From an optimization exercise on the open Yosys and OpenROAD flow, aimed at small area, a short achievable clock period and few clock cycles per item; shortcuts taken in it are not production practice.
Function was checked by simulation only, so behaviour that the tests miss may differ from the original.

==> design.v <==
module MAC #(parameter N = 2, parameter QM = 12, parameter QN = 20, parameter WM = 6, parameter WN = 10)(
    input logic signed [QM + QN - 1:0] in,
    input logic signed [WM + WN - 1:0] weights,
    input logic signed [QM + QN + WM + WN + N - 1 : 0] feedback,
    output logic signed [QM + QN + WM + WN + N - 1:0] out
);
localparam SF = 2.0**-QN;
logic signed [QM + QN + WM + WN - 1 : 0] prod;
always_comb begin
    prod = in * weights;
    out = prod + feedback;
end
endmodule
module ReLU #(parameter N = 2, parameter QM = 12, parameter QN = 20) (
  input logic [QM + QN - 1:0] in,
  output logic [QM + QN - 1:0] out
);
  always_comb begin
    out = in[QM + QN - 1] ? 0 : in;
  end
endmodule
module fully_serial #(
    parameter N  = 2,
    parameter QM = 12,
    parameter QN = 20,
    parameter WM = 6,
    parameter WN = 10
) (
    input logic clk,
    rst_n,
    input logic [N-1:0][QM + QN - 1:0] in,
    input logic [N-1:0][WM + WN - 1:0] weights,
    input logic signed [QM + QN - 1:0] bias,
    output logic [QM + QN - 1:0] out,
    output logic done
);
  logic signed [QM + QN + WM + WN + N - 1 : 0] feedback_reg, feedback_next, mac_out;
  logic [$clog2(N):0] i_reg, i_next;
  logic done_next;
  logic [QM + QN - 1:0] out_next;
  enum logic [1:0] {
    MultAcc = 2'b00,
    Bias = 2'b01,
    ActFunc = 2'b10
  }
      curr_state, next_state;
  logic signed [QM + QN - 1:0] mac_in;
  logic signed [WM + WN - 1:0] mac_weight;
  logic no_overflow, no_underflow;
  logic [QM + QN - 1:0] mac_final;
  logic [QM + QN - 1:0] out_not_registered;
  MAC #(N, QM, QN, WM, WN) mac (
      mac_in,
      mac_weight,
      feedback_reg,
      mac_out
  );
  ReLU #(N, QM, QN) my_func (
      mac_final,
      out_not_registered
  );
  always_comb begin
    next_state = curr_state;
    i_next = i_reg;
    done_next = 0;
    case (curr_state)
      MultAcc: begin
        if (i_reg == N - 1) begin
          next_state = Bias;
        end else begin
          next_state = MultAcc;
          i_next = i_reg + 1;
        end
      end
      Bias: begin
        next_state = ActFunc;
      end
      ActFunc: begin
        next_state = MultAcc;
        i_next = 0;
        done_next = 1;
      end
      default: begin
        next_state = MultAcc;
        i_next = 0;
      end
    endcase
  end
  always_comb begin
    no_overflow  = ~|feedback_reg[QM+QN+WM+WN+N-1 : QM+QN+WN-1];
    no_underflow = &feedback_reg[QM+QN+WM+WN+N-1 : QM+QN+WN-1];
    if (no_overflow | no_underflow) begin
      mac_final = feedback_reg[QM+QN+WN-1 : WN];
    end else begin
      if (feedback_reg[QM+QN+WM+WN+N-1]) mac_final = -(2 ** (QM + QN - 1));
      else mac_final = 2 ** (QM + QN - 1) - 1;
    end
  end
  always_comb begin
    out_next = 0;
    mac_in = 0;
    mac_weight = 0;
    feedback_next = feedback_reg;
    case (curr_state)
      MultAcc: begin
        mac_in = in[i_reg];
        mac_weight = weights[i_reg];
        feedback_next = mac_out;
      end
      Bias: begin
        mac_in = bias;
        mac_weight = 1 << WN;
        feedback_next = mac_out;
      end
      ActFunc: begin
        feedback_next = 0;
        out_next = out_not_registered;
      end
      default: begin
        feedback_next = 0;
      end
    endcase
  end
  always_ff @(posedge clk, negedge rst_n) begin
    if (!rst_n) begin
      curr_state <= MultAcc;
      feedback_reg <= 0;
      i_reg <= 0;
      done <= 0;
      out <= 0;
    end else begin
      curr_state <= next_state;
      feedback_reg <= feedback_next;
      i_reg <= i_next;
      done <= done_next;
      out <= out_next;
    end
  end
endmodule
module neuron_top (
    input  logic         clk,
    input  logic         rst_n,
    input  logic [511:0] in_vec,
    input  logic [255:0] weights_vec,
    input  logic [31:0]  bias,
    output logic [31:0]  out,
    output logic         done
);
  localparam int N  = 16;
  localparam int QM = 12;
  localparam int QN = 20;
  localparam int WM = 6;
  localparam int WN = 10;
  logic [N-1:0][QM + QN - 1:0] in_arr;
  logic [N-1:0][WM + WN - 1:0] w_arr;
  assign in_arr = in_vec;
  assign w_arr  = weights_vec;
  fully_serial #(
      .N (N),
      .QM(QM),
      .QN(QN),
      .WM(WM),
      .WN(WN)
  ) u_neuron (
      .clk    (clk),
      .rst_n  (rst_n),
      .in     (in_arr),
      .weights(w_arr),
      .bias   (bias),
      .out    (out),
      .done   (done)
  );
endmodule
==> run.sh <==
#!/bin/bash
# synth_recipe.tcl (not shown) runs the flow's synth.tcl, then flattens the netlist and writes it again
# the make line also repeats each setting of config.mk as NAME=value (left out here)
make -C /OpenROAD-flow-scripts/flow DESIGN_CONFIG=/design/flow/config.mk WORK_HOME=/design/flow/orfs CLKGATE_MAP_FILE= SYNTH_SCRIPT=/design/flow/synth_recipe.tcl finish
==> config.mk <==
export PLATFORM = sky130hd
export DESIGN_NAME = neuron_top
export DESIGN_NICKNAME = neuron_top
export VERILOG_FILES = /design/flow/design.v
export SDC_FILE = /design/flow/constraint.sdc
export NUM_CORES = 4
export LEC_CHECK = 0
export CAP_MARGIN = 20
export CORE_MARGIN = 2
export CORE_UTILIZATION = 40
export SLEW_MARGIN = 20
==> constraint.sdc <==
create_clock -name core_clock -period 12.0 [get_ports {clk}]
set_input_delay 2.4000 -clock core_clock [delete_from_list [all_inputs] [get_ports {clk}]]
set_output_delay 2.4000 -clock core_clock [all_outputs]
set_load 0.01 [all_outputs]
==> flow_summary.html <==
<table>
<tr><th>Metric</th><th>Value</th></tr>
<tr><th colspan="2">Outcome</th></tr>
<tr><td>Status</td><td>timing/DRC/antenna clean</td></tr>
<tr><th colspan="2">Critical path</th></tr>
<tr><td>Critical path endpoint category</td><td>flop</td></tr>
<tr><td>Critical Setup Path Class</td><td>in -&gt; reg</td></tr>
<tr><td>Slowest cell on crit path</td><td>a211oi_1</td></tr>
<tr><td>Crit path max-delay family</td><td>adder cells</td></tr>
<tr><td>Critical path buffers and inverters</td><td>6</td></tr>
<tr><td>Max Fanout on Critical Path</td><td>10</td></tr>
<tr><td>Type of origin of the critical path</td><td>input port</td></tr>
<tr><td>Largest stage delay on the critical path</td><td>0.69 ns</td></tr>
<tr><td>Data arrival time of the critical path</td><td>11.28 ns</td></tr>
<tr><td>R2r setup slk</td><td>1.87 ns</td></tr>
<tr><td>Required time at the endpoint of the critical path</td><td>12.25 ns</td></tr>
<tr><td>Dominant cell type by count on the critical path</td><td>fa_1</td></tr>
<tr><th colspan="2">Placed design</th></tr>
<tr><td>Placer Congestion</td><td>0.979</td></tr>
<tr><td>Number of port buffers</td><td>833</td></tr>
<tr><td>Detailed placer's ending HPWL</td><td>133 mm</td></tr>
<tr><th colspan="2">Global routing</th></tr>
<tr><td>Gr ovfl total</td><td>0</td></tr>
<tr><td>Number of antenna violations at the first check in global routing</td><td>82</td></tr>
<tr><td>Number of global-route vias before repair</td><td>29534</td></tr>
<tr><td>Maximum number of pins on one net before global-route repair</td><td>87</td></tr>
<tr><td>GR Util All Layers</td><td>0.384</td></tr>
<tr><td>Wire length of the first global-routing pass</td><td>218 mm</td></tr>
<tr><th colspan="2">Drt</th></tr>
<tr><td>Final wirelength</td><td>153 mm</td></tr>
<tr><td>DRC</td><td>0</td></tr>
<tr><td>First DRT Iteration DRCs</td><td>2281</td></tr>
<tr><td>Via count</td><td>27739</td></tr>
<tr><td>Antenna violation net count after detailed routing</td><td>0</td></tr>
<tr><td>Post-detailed-route via-to-cell ratio</td><td>5.62</td></tr>
<tr><td>Wire length per cell</td><td>31.0 um</td></tr>
<tr><td>First-pass iteration count of the detailed router</td><td>5</td></tr>
<tr><th colspan="2">Finish</th></tr>
<tr><td>Ratio of cells with drive above 1 in the final layout</td><td>0.0944</td></tr>
<tr><td>Area of combinational cells with multiple inputs</td><td>0.0258 mm^2</td></tr>
<tr><td>Nets</td><td>5418</td></tr>
<tr><td>Commonest non-fill, non-tap cells in the layout</td><td>832 x clkdlybuf4s50_1, 683 x inv_1, 603 x fa_1</td></tr>
<tr><td>Post-synthesis to final-layout area growth</td><td>30.9%</td></tr>
<tr><td>Flip-flop count of the largest register after layout</td><td>64</td></tr>
<tr><td>Most common library cell in the layout ignoring fill and taps</td><td>clkdlybuf4s50_1</td></tr>
<tr><td>Layout fillers</td><td>7213</td></tr>
<tr><td>Area occupied by registers</td><td>0.00259 mm^2</td></tr>
<tr><th colspan="2">Floorplanning</th></tr>
<tr><td>Row cnt</td><td>103</td></tr>
<tr><td>Starting utilization of the core area</td><td>0.403</td></tr>
<tr><td>Height of the die</td><td>286 um</td></tr>
<tr><td>Die area</td><td>0.0816 mm^2</td></tr>
<tr><td>Total I/O pin count</td><td>835</td></tr>
<tr><td>Core Area</td><td>0.0787 mm^2</td></tr>
<tr><td>Floorplan die width</td><td>286 um</td></tr>
<tr><th colspan="2">Clock network</th></tr>
<tr><td>Post-cts gate resize count</td><td>0</td></tr>
<tr><td>Cts bufs inserted</td><td>9</td></tr>
<tr><td>Total setup buffers inserted after CTS</td><td>0</td></tr>
<tr><td>Clock Pin Slew Worst Setup and Hold Paths</td><td>0.08 ns</td></tr>
<tr><td>Clock sink total</td><td>103</td></tr>
<tr><td>Largest buffer count on any clock path</td><td>2</td></tr>
<tr><td>Insertion delay to the later sink of the worst-skew pair</td><td>0.39 ns</td></tr>
<tr><td>Cell at the root of the clock tree</td><td>clkbuf_16</td></tr>
<tr><td>TritonCTS clock tree</td><td>built</td></tr>
<tr><td>Hold buffers post-CTS</td><td>0</td></tr>
<tr><td>Number of H-tree branching levels</td><td>3</td></tr>
<tr><th colspan="2">STA</th></tr>
<tr><td>Max-slew violation total from the final report</td><td>0</td></tr>
<tr><td>Final-layout setup total negative slack</td><td>0 ns</td></tr>
<tr><td>Final hold vios</td><td>0</td></tr>
<tr><td>Clock Skews</td><td>0.0180 ns</td></tr>
<tr><td>Setup violators final</td><td>0</td></tr>
<tr><td>Share of the clock period used by the worst path</td><td>0.919</td></tr>
<tr><td>Timing-limited maximum frequency</td><td>90.7 MHz</td></tr>
<tr><td>Shortest period the worst path allows</td><td>11.02 ns</td></tr>
<tr><td>Final Hold Slack</td><td>0.560 ns</td></tr>
<tr><td>Rel. slew slack</td><td>0.372</td></tr>
<tr><td>RSZ-0062 raised after global routing</td><td>false</td></tr>
<tr><td>Slew @ Worst Pin</td><td>0.942 ns</td></tr>
<tr><th colspan="2">Synth</th></tr>
<tr><td>Synthesized instance count</td><td>3117</td></tr>
<tr><td>Top post-synthesis cells by area</td><td>fa_1 38%, mux4_2 17%, dfrtp_1 8.1%</td></tr>
<tr><td>Top-area cell type share of the netlist area</td><td>0.381</td></tr>
<tr><td>Area of the mapped netlist</td><td>0.0317 mm^2</td></tr>
<tr><td>Proportion of register bits with asynchronous set or reset after synthesis</td><td>1.00</td></tr>
<tr><td>Cell taking the most area after synthesis</td><td>fa_1</td></tr>
<tr><td>Number of different library cells in the post-synthesis netlist</td><td>69</td></tr>
<tr><td>Synthesized flop and latch total</td><td>103</td></tr>
<tr><td>Average instance area after synthesis</td><td>10.2 um^2</td></tr>
<tr><td>Number of enable-type register cells in the synthesized netlist</td><td>0</td></tr>
<tr><td>Synthesis warning total</td><td>3</td></tr>
<tr><td>Sequential-to-total area share from yosys stat</td><td>0.0813</td></tr>
<tr><td>Synthesized net count</td><td>4686</td></tr>
<tr><td>Predominant post-synthesis flop cell</td><td>dfrtp_1</td></tr>
<tr><th colspan="2">Flow run</th></tr>
<tr><td>Count of max-cap constraint violations</td><td>0</td></tr>
<tr><th colspan="2">Worst hold path</th></tr>
<tr><td>Hold/Removal Path Class</td><td>reg -&gt; reg</td></tr>
</table>
-- area by class of cell --
class | instances | share of cell area
repair buffers | 886 | 0.212
inverters | 685 | 0.0619
well taps | 1050 | 0.0316
diodes | 35 | 0.00211
clock inverters | 7 | 0.00190
clock buffers | 9 | 0.00542
flip-flops and latches | 103 | 0.0624
multi-input cells | 2164 | 0.622
-- cell usage after synthesis, drive strengths merged, types with 14 or more instances --
cell type	instances
a21o	44
a21oi	62
a22o	30
a22oi	27
and2	18
buf	73
clkbuf	92
dfrtp	103
fa	603
ha	164
inv	685
mux4	240
nand2	224
nand3	53
nand4	14
nor2	343
nor2b	52
nor3	19
o21a	40
o21ai	44
xnor2	38
xor2	21
-- cell families (layout without fill, tap and decap cells) --
kind of cell | count (synthesis) | after routing | synth area share
AND/OR/NAND/NOR | 779 | 779 | 0.107
buffers and inverters | 850 | 1587 | 0.105
other | 1 | 36 | 0.000118
multiplexers | 242 | 242 | 0.171
flip-flops | 103 | 103 | 0.0813
adder cells (fa/ha/maj) | 767 | 767 | 0.445
XOR/XNOR | 59 | 59 | 0.0165
AO/OA/AOI/OAI | 316 | 316 | 0.0733
-- path summary, 6_finish.rpt --
check / depth (start not counted) / endpoint / start
setup / recovery: 26 / u_neuron.feedback_reg[36] / weights_vec[180]
hold / removal: 1 / u_neuron.out[1] / u_neuron.feedback_reg[11]
setup reg to reg: 25 / u_neuron.feedback_reg[36] / u_neuron.i_reg[0]
hold reg to reg: 1 / u_neuron.out[1] / u_neuron.feedback_reg[11]
max in group asynchronous: 2 / u_neuron.i_reg[3] / rst_n
min in group asynchronous: 1 / u_neuron.done / rst_n
-- through the flow --
stage / utilization / worst slack, ns / instances / instance area, um^2
floorplan: - / 2.08 / 3117 / 31700
CTS: 0.526 / 1.06 / 4904 / 41400
global placement: 0.522 / 0.702 / 4888 / 41100
finish: 0.527 / 0.977 / 4939 / 41500
detailed placement: 0.522 / 0.717 / 4888 / 41100
global route: 0.527 / 0.493 / 4925 / 41500
-- per-layer routing --
| metal | up-vias | routed length (um) | global-route usage |
|---|---|---|---|
| met3 | 354 | 14500 | 0.114 |
| met2 | 1484 | 71400 | 0.619 |
| met4 | 46 | 11700 | 0.229 |
| met1 | 14339 | 55200 | 0.455 |
| met5 | - | 310 | 0 |
| li1 | 11516 | - | - |
-- worst reg2reg max path, stage by stage, from the launching register on --
cell,delay (ns)
dfrtp_4,1.01
buf_12,0.52
mux4_2,0.71
mux4_2,0.55
a22oi_2,0.67
nor2_1,0.15
fa_1,0.58
inv_1,0.06
fa_1,0.45
fa_1,0.52
fa_1,0.56
inv_1,0.06
fa_1,0.49
inv_1,0.06
fa_1,0.49
inv_1,0.05
ha_1,0.36
a21oi_1,0.11
o21ai_0,0.46
nor3_1,0.09
a211oi_1,0.69
o21ai_0,0.41
o21ai_1,0.50
a41oi_1,0.20
xor2_1,0.21
nor2_1,0.06
Testbench counts, summed over its fixed seeds: cycles 17,280, items 960.

static timing again, ports no longer ideal:
How much do the figures lean on ideal ports? The routed layout below was timed once more, with nothing changed but the port constraints. Step 1 assumes that a clkbuf_16 drives the clock port and a buf_2 every other input. Step 2 times the ports against the registers' clock, not the clock port: input delays grow and output delays shrink by t, the midpoint of the rising clock arrivals with the driver on. Three values: ideal, step 1, step 2; two values: the first two.
t, ns: 0.445
setup slack, ns: 0.977 / 0.902 / 0.457
hold slack, ns: 0.560 / 0.560 / 0.560
clock arrival spread, ns: 0.018 / 0.018
After both steps this run still meets setup and hold. For this run, drivers alone change the setup slack by -0.075 ns; drivers and shift together by -0.520 ns.
